This design comes from an exercise in tuning for small area, a short achievable clock period and few clock cycles on the open sky130 flow, not from production work. For this run, only the layout was checked, not whether the RTL still works. No activity file was given, so power comes from the tool's default toggle rates.

### flow/run.sh
#!/bin/bash
set -euo pipefail
bash standard.sh finish SETUP_SLACK_MARGIN=6.8 > standard_flow.log 2>&1
### standard.sh
#!/bin/bash
# synth_recipe.tcl (not shown) runs the flow's synth.tcl, then flattens the netlist and writes it again
# the make line also repeats each setting of config.mk as NAME=value (left out here)
make -C /OpenROAD-flow-scripts/flow DESIGN_CONFIG=/design/flow/config.mk WORK_HOME=/design/flow/orfs CLKGATE_MAP_FILE= SYNTH_SCRIPT=/design/flow/synth_recipe.tcl "${@:-finish}"
### config.mk
export PLATFORM = sky130hd
export DESIGN_NAME = reuleaux
export DESIGN_NICKNAME = reuleaux
export VERILOG_FILES = /design/flow/design.v
export SDC_FILE = /design/flow/constraint.sdc
export NUM_CORES = 4
export LEC_CHECK = 0
export ABC_AREA = 1
export CAP_MARGIN = 20
export CORE_MARGIN = 2
export CORE_UTILIZATION = 40
export SLEW_MARGIN = 20
### constraint.sdc
create_clock -name core_clock -period 10.0 [get_ports {clk}]
set_input_delay 2.0000 -clock core_clock [delete_from_list [all_inputs] [get_ports {clk}]]
set_output_delay 2.0000 -clock core_clock [all_outputs]
set_load 0.01 [all_outputs]
### design.v
module circle_control(input logic clk, input logic rst_n, input logic [2:0] colour,
                      input logic [7:0] centre_x, input logic [6:0] centre_y, input logic [7:0] diameter,
                      input logic start, output logic done,
                      output logic [7:0] vga_x, output logic [6:0] vga_y,
                      output logic [2:0] vga_colour, output logic vga_plot);
     function automatic logic [9:0] fadd(input logic [9:0] x, input logic [9:0] y, input logic c);
          logic [9:0] p, g, gg, pp;
          p = x ^ y;
          g = x & y;
          g[0] = g[0] | (p[0] & c);
          pp = p;
          for (int l = 0; l < 4; l++) begin
               for (int i = 9; i >= 0; i--) begin
                    if (((i >> l) & 1) == 1) begin
                         g[i]  = g[i] | (pp[i] & g[((i >> l) << l) - 1]);
                         pp[i] = pp[i] & pp[((i >> l) << l) - 1];
                    end
               end
          end
          fadd[0] = p[0] ^ c;
          for (int i = 1; i < 10; i++) fadd[i] = p[i] ^ g[i - 1];
     endfunction
     function automatic logic fcmp(input logic [7:0] x, input logic [7:0] y, input logic c);
          logic [9:0] s;
          s = fadd({2'b00, x}, {2'b00, ~y}, c);
          fcmp = s[8];
     endfunction
     function automatic logic [18:0] fadd19(input logic [18:0] x, input logic [18:0] y);
          logic [18:0] p, g, pp;
          p = x ^ y;
          g = x & y;
          pp = p;
          for (int l = 0; l < 5; l++) begin
               for (int i = 18; i >= 0; i--) begin
                    if (((i >> l) & 1) == 1) begin
                         g[i]  = g[i] | (pp[i] & g[((i >> l) << l) - 1]);
                         pp[i] = pp[i] & pp[((i >> l) << l) - 1];
                    end
               end
          end
          fadd19[0] = p[0];
          for (int i = 1; i < 19; i++) fadd19[i] = p[i] ^ g[i - 1];
     endfunction
     function automatic logic [37:0] csa19(input logic [18:0] x, input logic [18:0] y, input logic [18:0] z);
          logic [18:0] sm, cy;
          sm = x ^ y ^ z;
          cy = ((x & y) | (x & z) | (y & z)) << 1;
          csa19 = {cy, sm};
     endfunction
     logic start_r, start_rr;
     logic [7:0] d_r, cx_r;
     always_ff @(posedge clk) begin
          start_r    <= start;
          start_rr   <= start_r;
          d_r        <= diameter;
          cx_r       <= centre_x;
          vga_colour <= colour;
     end
     logic [18:0] dz, m6, m3;
     logic [18:0] s296;
     assign dz   = {11'd0, d_r};
     assign s296 = (dz << 8) + (dz << 5) + (dz << 3);
     assign m6   = s296 + dz + 19'd510;
     assign m3   = (s296 << 2) + dz + 19'd1019;
     logic [6:0] dh_c;                                
     assign dh_c = d_r[7:1] + {6'd0, d_r[0]};
     logic [9:0] x1_c, x2_c;
     assign x1_c = fadd({2'b00, cx_r}, {3'b000, dh_c}, 1'b0);
     assign x2_c = fadd({2'b00, cx_r}, ~{3'b000, dh_c}, 1'b1);
     logic [6:0] k6;
     logic [7:0] k3;
     logic [6:0] dh;       
     assign dh = dh_c;
     logic       d0;       
     logic       d1;       
     logic [8:0] x1;       
     logic [7:0] x2;       
     logic       en2;      
     always_ff @(posedge clk) begin
          k6  <= m6[16:10];
          k3  <= m3[18:11];
          d0  <= (d_r == 8'd0);
          d1  <= (d_r == 8'd1);
          x1  <= x1_c[8:0];
          x2  <= x2_c[7:0];
          en2 <= !x2_c[9] && (cx_r != 8'd0);
     end
     logic [9:0] y1_c, y3_c;
     assign y1_c = fadd({3'b000, centre_y}, {3'b000, k6}, 1'b0);
     assign y3_c = fadd({3'b000, centre_y}, ~{2'b00, k3}, 1'b1);
     logic [7:0] y1;       
     logic [6:0] y3;       
     logic       en3;      
     always_ff @(posedge clk) begin
          y1  <= y1_c[7:0];
          y3  <= y3_c[6:0];
          en3 <= !y3_c[9];
     end
     logic [7:0] ox;
     logic [8:0] oy;
     logic       cdec;
     logic [9:0] crit;      
     logic [8:0] dd;        
     logic [9:0] cx10, y110, y310;
     assign cx10 = {2'b00, cx_r};
     assign y110 = {2'b00, y1};
     assign y310 = {3'b000, y3};
     logic [9:0] ox10, oy10;
     assign ox10 = {2'b00, ox};
     assign oy10 = {oy[8], oy};
     logic [9:0] xa1, xb1, xa2, xb2, x3a, x3b, ya, yb, y3x;
     assign xa1 = fadd({1'b0, x1}, ~ox10, 1'b1);
     assign xb1 = fadd({1'b0, x1}, ~oy10, 1'b0);
     assign xa2 = fadd({2'b00, x2}, ox10, 1'b0);
     assign xb2 = fadd({2'b00, x2}, oy10, 1'b1);
     assign x3a = fadd(d0 ? y110 : cx10, oy10, 1'b1);        
     assign x3b = fadd(cx10, ~oy10, 1'b0);
     assign ya  = fadd(y110, ~oy10, 1'b0);
     assign yb  = fadd(y110, ~ox10, 1'b1);
     assign y3x = fadd(y310, ox10, 1'b0);
     function automatic logic in159(input logic [9:0] v);    
          in159 = !v[9] && (v[8:0] != 9'd0) && (v[8:0] <= 9'd159);
     endfunction
     function automatic logic in119(input logic [9:0] v);    
          in119 = !v[9] && (v[8:0] != 9'd0) && (v[8:0] <= 9'd119);
     endfunction
     logic eq, ax, oxgt, oygt, oyge, oxk;
     assign eq   = (dd == 9'd0);
     assign ax   = (oy == 9'h1ff);
     assign oxgt = !(d1 || (d0 && ax));
     logic [9:0] ot;                                  
     assign ot   = fadd(oy10, ~{3'b000, dh}, 1'b1);
     assign oygt = !ot[9];                            
     assign oyge = !ot[9] || (ot == 10'h3ff);         
     logic [9:0] ks, kc, kd;
     assign ks   = y310 ^ ox10 ^ ~y110;
     assign kc   = ((y310 & ox10) | (y310 & ~y110) | (ox10 & ~y110)) << 1;
     assign kd   = fadd(ks, kc, 1'b0);
     assign oxk  = !kd[9];
     logic ya_ok, yb_ok, y3x_ok;
     assign ya_ok  = in119(ya);
     assign yb_ok  = in119(yb);
     assign y3x_ok = en3 && (y3x <= 10'd99) && oxk;
     logic [6:0] cand;
     assign cand[0] = in159(xa1) && oxgt && ya_ok;
     assign cand[1] = in159(xb1) && oygt && yb_ok && !eq;
     assign cand[2] = en2 && (xa2 <= 10'd159) && ya_ok && !(eq && !ax);
     assign cand[3] = en2 && (xb2 <= 10'd159) && oyge && yb_ok && !ax;
     assign cand[4] = (x3a <= 10'd159) && (x3a != 10'd0) && y3x_ok;
     assign cand[5] = in159(x3b) && y3x_ok && !ax;
     assign cand[6] = d0 && !ax && !xa1[9] && (xa1 != 10'd0) && (x3a <= 10'd99);
     logic cpos, lval;
     assign cpos = !crit[9];
     assign lval = dd[8] || eq;                       
     logic [9:0] c1, c2;
     logic [9:0] c1s, c1c;                                                  
     assign c1s = crit ^ {oy, 1'b1} ^ 10'd2;
     assign c1c = ((crit & {oy, 1'b1}) | (crit & 10'd2) | ({oy, 1'b1} & 10'd2)) << 1;
     assign c1  = fadd(c1s, c1c, 1'b0);
     assign c2 = fadd(crit, {dd, 1'b1}, 1'b0);                             
     logic [6:0] cr;        
     logic busy;
     logic [6:0] sel;       
     assign sel = cr & ~{cr[5:0] | {cr[4:0], 1'b0} | {cr[3:0], 2'b0} | {cr[2:0], 3'b0} |
                         {cr[1:0], 4'b0} | {cr[0], 5'b0}, 1'b0};
     logic adv;
     assign adv = ((cr & ~sel) == 7'd0);
     logic [7:0] xbase, xoff, ybase, yoff;
     logic xs, ys, uox;
     assign uox   = sel[0] | sel[2] | sel[6];           
     assign xs    = sel[0] | sel[1] | sel[5] | sel[6];
     assign ys    = sel[0] | sel[1] | sel[2] | sel[3];
     assign xbase = ({8{sel[0] | sel[1]}} & x1[7:0]) | ({8{sel[2] | sel[3]}} & x2) |
                    ({8{sel[4] | sel[5] | sel[6]}} & cx_r);
     assign ybase = ys ? y1 : {1'b0, y3};
     assign xoff  = uox ? ox : oy[7:0];
     assign yoff  = uox ? oy[7:0] : ox;
     logic [9:0] pxs, pys;
     assign pxs = fadd({2'b00, xbase ^ {8{xs}}}, {2'b00, xoff}, uox && cdec);
     assign pys = fadd({2'b00, ybase ^ {8{ys}}}, {2'b00, yoff}, !uox && cdec);
     always_ff @(posedge clk) begin
          if (!start_r) begin
               ox   <= d_r;
               oy   <= 9'h1ff;
               cdec <= 1'b0;
               crit <= 10'd0 - {2'b00, d_r};
               dd   <= 9'd0 - {1'b0, d_r};
          end else if (!start_rr || (busy && adv && lval)) begin
               ox   <= cpos ? ox - 8'd1 : ox;
               oy   <= oy + 9'd1;
               cdec <= cpos;
               crit <= cpos ? c2 : c1;
               dd   <= (d0 && ax) ? 9'h102 : dd + (cpos ? 9'd2 : 9'd1);
          end
          if (!start_rr) begin
               cr   <= cand;
               busy <= 1'b1;
          end else if (busy) begin
               if (adv) begin
                    cr   <= cand;
                    busy <= lval;
               end else begin
                    cr <= cr & ~sel;
               end
          end
          vga_x    <= pxs[7:0] ^ {8{xs}};
          vga_y    <= pys[6:0] ^ {7{ys}};
          vga_plot <= rst_n && start && start_rr && busy && (cr != 7'd0);
          if (!rst_n || !start) done <= 1'b0;
          else if (start_rr && busy && adv && !lval) done <= 1'b1;
     end
endmodule
module reuleaux(input logic clk, input logic rst_n, input logic [2:0] colour,
                input logic [7:0] centre_x, input logic [6:0] centre_y, input logic [7:0] diameter,
                input logic start, output logic done,
                output logic [7:0] vga_x, output logic [6:0] vga_y,
                output logic [2:0] vga_colour, output logic vga_plot);
     circle_control u_ctl(.clk(clk), .rst_n(rst_n), .colour(colour), .centre_x(centre_x),
                          .centre_y(centre_y), .diameter(diameter), .start(start), .done(done),
                          .vga_x(vga_x), .vga_y(vga_y), .vga_colour(vga_colour), .vga_plot(vga_plot));
endmodule
==> run summary <==
==> cells by family after synthesis <==
logic type      after synthesis  share of synthesized area
simple gates                524                     0.1875
compound gates              213                    0.09944
fa+ha+maj                   250                     0.3022
buf+inv                     278                    0.08902
flops                       133                     0.2499
xor+xnor                     97                    0.07195
==> timing repair <==
item / in CTS / in global routing
gates cloned: 1 / 1
resized for setup: 107 / 126
setup endpoints to repair: 62 / 23
pin swaps: 13 / 63
setup buffers: 34 / 49
==> critical path: cells and delay by family, from the launching register on <==
family	cells	cell delay, ns
AO/OA/AOI/OAI	2	0.30
XOR/XNOR	3	0.39
adder cells (fa/ha/maj)	3	1.17
buffers and inverters	4	0.34
flip-flops	1	0.44
AND/OR/NAND/NOR	3	0.37
==> layer usage <==
metal / vias to the layer above / track usage / wire length, µm / share of wire
met5: - / 0 / 0 / 0
met1: 4895 / 0.2785 / 15090 / 0.44
met3: 105 / 0.03492 / 1632 / 0.047
met4: 0 / 0.09187 / 1564 / 0.045
li1: 5116 / - / - / -
met2: 297 / 0.3722 / 16160 / 0.47
==> flip-flops by register name, indices dropped and copies added, names as in the netlist, 8 cells and up <==
register / cells
u_ctl.crit: 10
u_ctl.dd: 9
u_ctl.oy: 9
u_ctl.cx_r: 8
u_ctl.d_r: 8
u_ctl.k3: 8
u_ctl.ox: 8
u_ctl.vga_x: 8
u_ctl.x1: 8
u_ctl.x2: 8
u_ctl.y1: 8
==> stage by stage <==
step | hold slack (ns) | util | cells | power [mW] | area, µm²
final | 0.3933 | 0.5079 | 2034 | 5.900 | 15050
after CTS | 0.3927 | 0.4763 | 1983 | 5.456 | 14120
after detailed placement | 0.3814 | 0.4380 | 1917 | 4.624 | 12980
after global routing | 0.3973 | 0.5079 | 2034 | 6.501 | 15050
after floorplan | 0.3492 | - | 1495 | 3.764 | 12100
after global placement | 0.3801 | 0.4380 | 1917 | 4.522 | 12980
==> area by class of cell <==
class,instances,area share
Sequential cell,133,0.2030
Inverter,260,0.06890
Tap cell,390,0.03241
Clock inverter,8,0.005735
Timing Repair Buffer,134,0.07655
Multi-Input combinational cell,1086,0.5795
Clock buffer,23,0.03391
==> worst paths after layout <==
path / from / end / slack [ns] / depth (start not counted)
setup / recovery: u_ctl.cr[1]$_DFFE_PP_ / u_ctl.vga_x[5]$_DFF_P_ / 6.84 / 15
hold / removal: u_ctl.k3[7]$_DFF_P_ / u_ctl.en3$_DFF_P_ / 0.39 / 1
setup reg to reg: u_ctl.cr[1]$_DFFE_PP_ / u_ctl.vga_x[5]$_DFF_P_ / 6.84 / 15
hold reg to reg: u_ctl.k3[7]$_DFF_P_ / u_ctl.en3$_DFF_P_ / 0.39 / 1
==> layout by cell type (no fill, tap or decap), types with 10 or more instances in the layout <==
cell             instances
dfxtp_4                 12
nand3b_1                11
inv_2                   12
nand2_2                 16
buf_4                   77
fa_2                    17
o21ai_1                 10
dfxtp_1                 80
dlygate4sd2_1           23
ha_4                    17
ha_1                   162
clkbuf_16               19
a21oi_1                 71
nand4_1                 14
inv_1                  234
nand2_1                269
o21ai_0                 68
xor2_1                  54
nand3_2                 10
xnor2_1                 32
nand3_1                 76
clkdlybuf4s50_1         24
o211ai_1                13
nor2_1                  78
edfxtp_1                34
fa_1                    50
==> power groups by stage <==
stage	Sequential [mW]	Combinational (mW)	Clock, mW
global route	1.10	4.72	0.678
finish	1.08	4.17	0.646
global placement	1.08	3.44	0
floorplan	0.968	2.80	0
CTS	1.08	3.72	0.652
detailed placement	1.08	3.54	0
==> results_dict.tcl <==
set metrics [dict create \
    ant_nets 0 \
    syn_to_final_growth_pct 25.28 \
    outcome "no timing/DRC/antenna violations" \
    drc 0 \
    root_buffer "clkbuf_16" \
    overflow 0 \
    max_freq_mhz 316.8 \
    place.detailed.hpwl_um 25130 \
    synthArstFlopShare 0 \
    critical-path-slowest-cell "edfxtp_1" \
    grt_pass1_vias 9999 \
    layout_setup_ws_ns 6.844 \
    num_vias 10413 \
    fin_skew_ns 0.01213 \
    clockBufferDepth 2 \
    cts.reportedPaths.clkPinSlew_ns 0.06 \
    io_pins 49 \
    die_width_um 177.3 \
    yosysWarnings 1 \
    area.sequential_um2 3057 \
    synth_nets 1774 \
    rows 63 \
    core_area_um2 29640 \
    setup_viol 0 \
    yosysTopAreaCellShare 0.1905 \
    path_max_fanout 10 \
    die_area_um2 31440 \
    detail_route.first_pass.iterations 5 \
    p_sw_mw 2.855 \
    tns_ns 0 \
    start_util 0.4054 \
    n_antenna_cell 0 \
    wl_per_cell_um 16.93 \
    ys_seq_area_frac 0.2499 \
    hold_viol_final 0 \
    cts_tree "built" \
    synthFlopType "dfxtp_1" \
    max-cap-violations 0 \
    syn_avg_cell_area_um2 8.038 \
    fin_crit_ns 3.156 \
    synthTopCellsByCount "286 x nand2_1, 257 x inv_1, 183 x ha_1" \
    insertion_delay_ns 0.44 \
    synth_area_um2 12020 \
    switching_share 0.4839 \
    rsz0062_at_grt "true" \
    multiInputGateArea_um2 8723 \
    worst_ep_required_time_ns 10.31 \
    crit_chain "nor2_4, buf_12, nand2_8, clkinv_4, nand2_4, o22ai_4, xor2_2, fa_2, fa_2, inv_1, a31o_2, inv_1, fa_1, xnor2_1, xor2_1" \
    crit_type "flip-flop to flip-flop" \
    cts.sinks 133 \
    nFillCells 2828 \
    synth_most_common_cell "nand2_1" \
    cts_buffers 17 \
    slew_viol_final 0 \
    place_congestion 0.8889 \
    fp.dieH_um 177.3 \
    layout.nets 1911 \
    drive_above_1_share 0.1813 \
    synth_cell_types 47 \
    critPathMaxStageDelay_ns 0.44 \
    post-route-period-util 0.3156 \
    grt_first_pass_wirelength_um 53050 \
    vdd_drop_max_mv 0.2017 \
    hold_buffers 0 \
    track_usage 0.2200 \
    p_int_mw 3.045 \
    start_kind "flip-flop" \
    post_drt_via_cell_ratio 5.119 \
    ys_top_cells_by_area "ha_1 19%, dfxtp_1 16%, fa_1 11%, nand2_1 8.9%, edfxtp_1 8.5%" \
    power.density_nw_per_um2 391.9 \
    port_buffers 48 \
    pwr-share-seq 0.184 \
    pwr-share-clk 0.109 \
    drt_iter0_drc 632 \
    crit_path_end_kind "flip-flop" \
    ys_ff_latch 133 \
    synthCells 1495 \
    worst_pin_slew_ns 0.6694 \
    post-place-ws_ns 5.916 \
    combPwrFrac 0.707 \
    antenna_found_initial 0 \
    grt_max_degree 31 \
    wirelength_um 34450 \
    cts-htree-levels 4 \
    hold_class "flip-flop to flip-flop" \
    slew_headroom 0.5532 \
    crit_arrival_ns 3.47 \
    yosysTopAreaCell "ha_1" \
    p_leak_nw 7.275 \
    synth_edf_count 34 \
]

re-timing with driven ports:
The results above use ideal ports. As a check the final layout listed here was re-extracted and re-timed, cells and wires unchanged.
Step 1: set_driving_cell puts a clkbuf_16 on clk and a buf_2 on each other input, an assumption about the parent block.
Step 2 moves the port delays by t, midway between the first and last clock arrival at a register: inputs arrive t later, outputs are due t later. That takes back most of the time a late clock gives input paths.
a / b / c = no drivers / after step 1 / after step 2; a / b = the first two.
t, ns: 0.481
setup WS [ns]: 6.844 / 6.844 / 6.394
latest minus earliest clock arrival (ns): 0.014 / 0.014
worst data-port slew with drivers (ns): 0.03
After both steps setup and hold are still met in this run. The setup slack of this run moves by 0.000 ns with the drivers and by -0.450 ns with both steps.
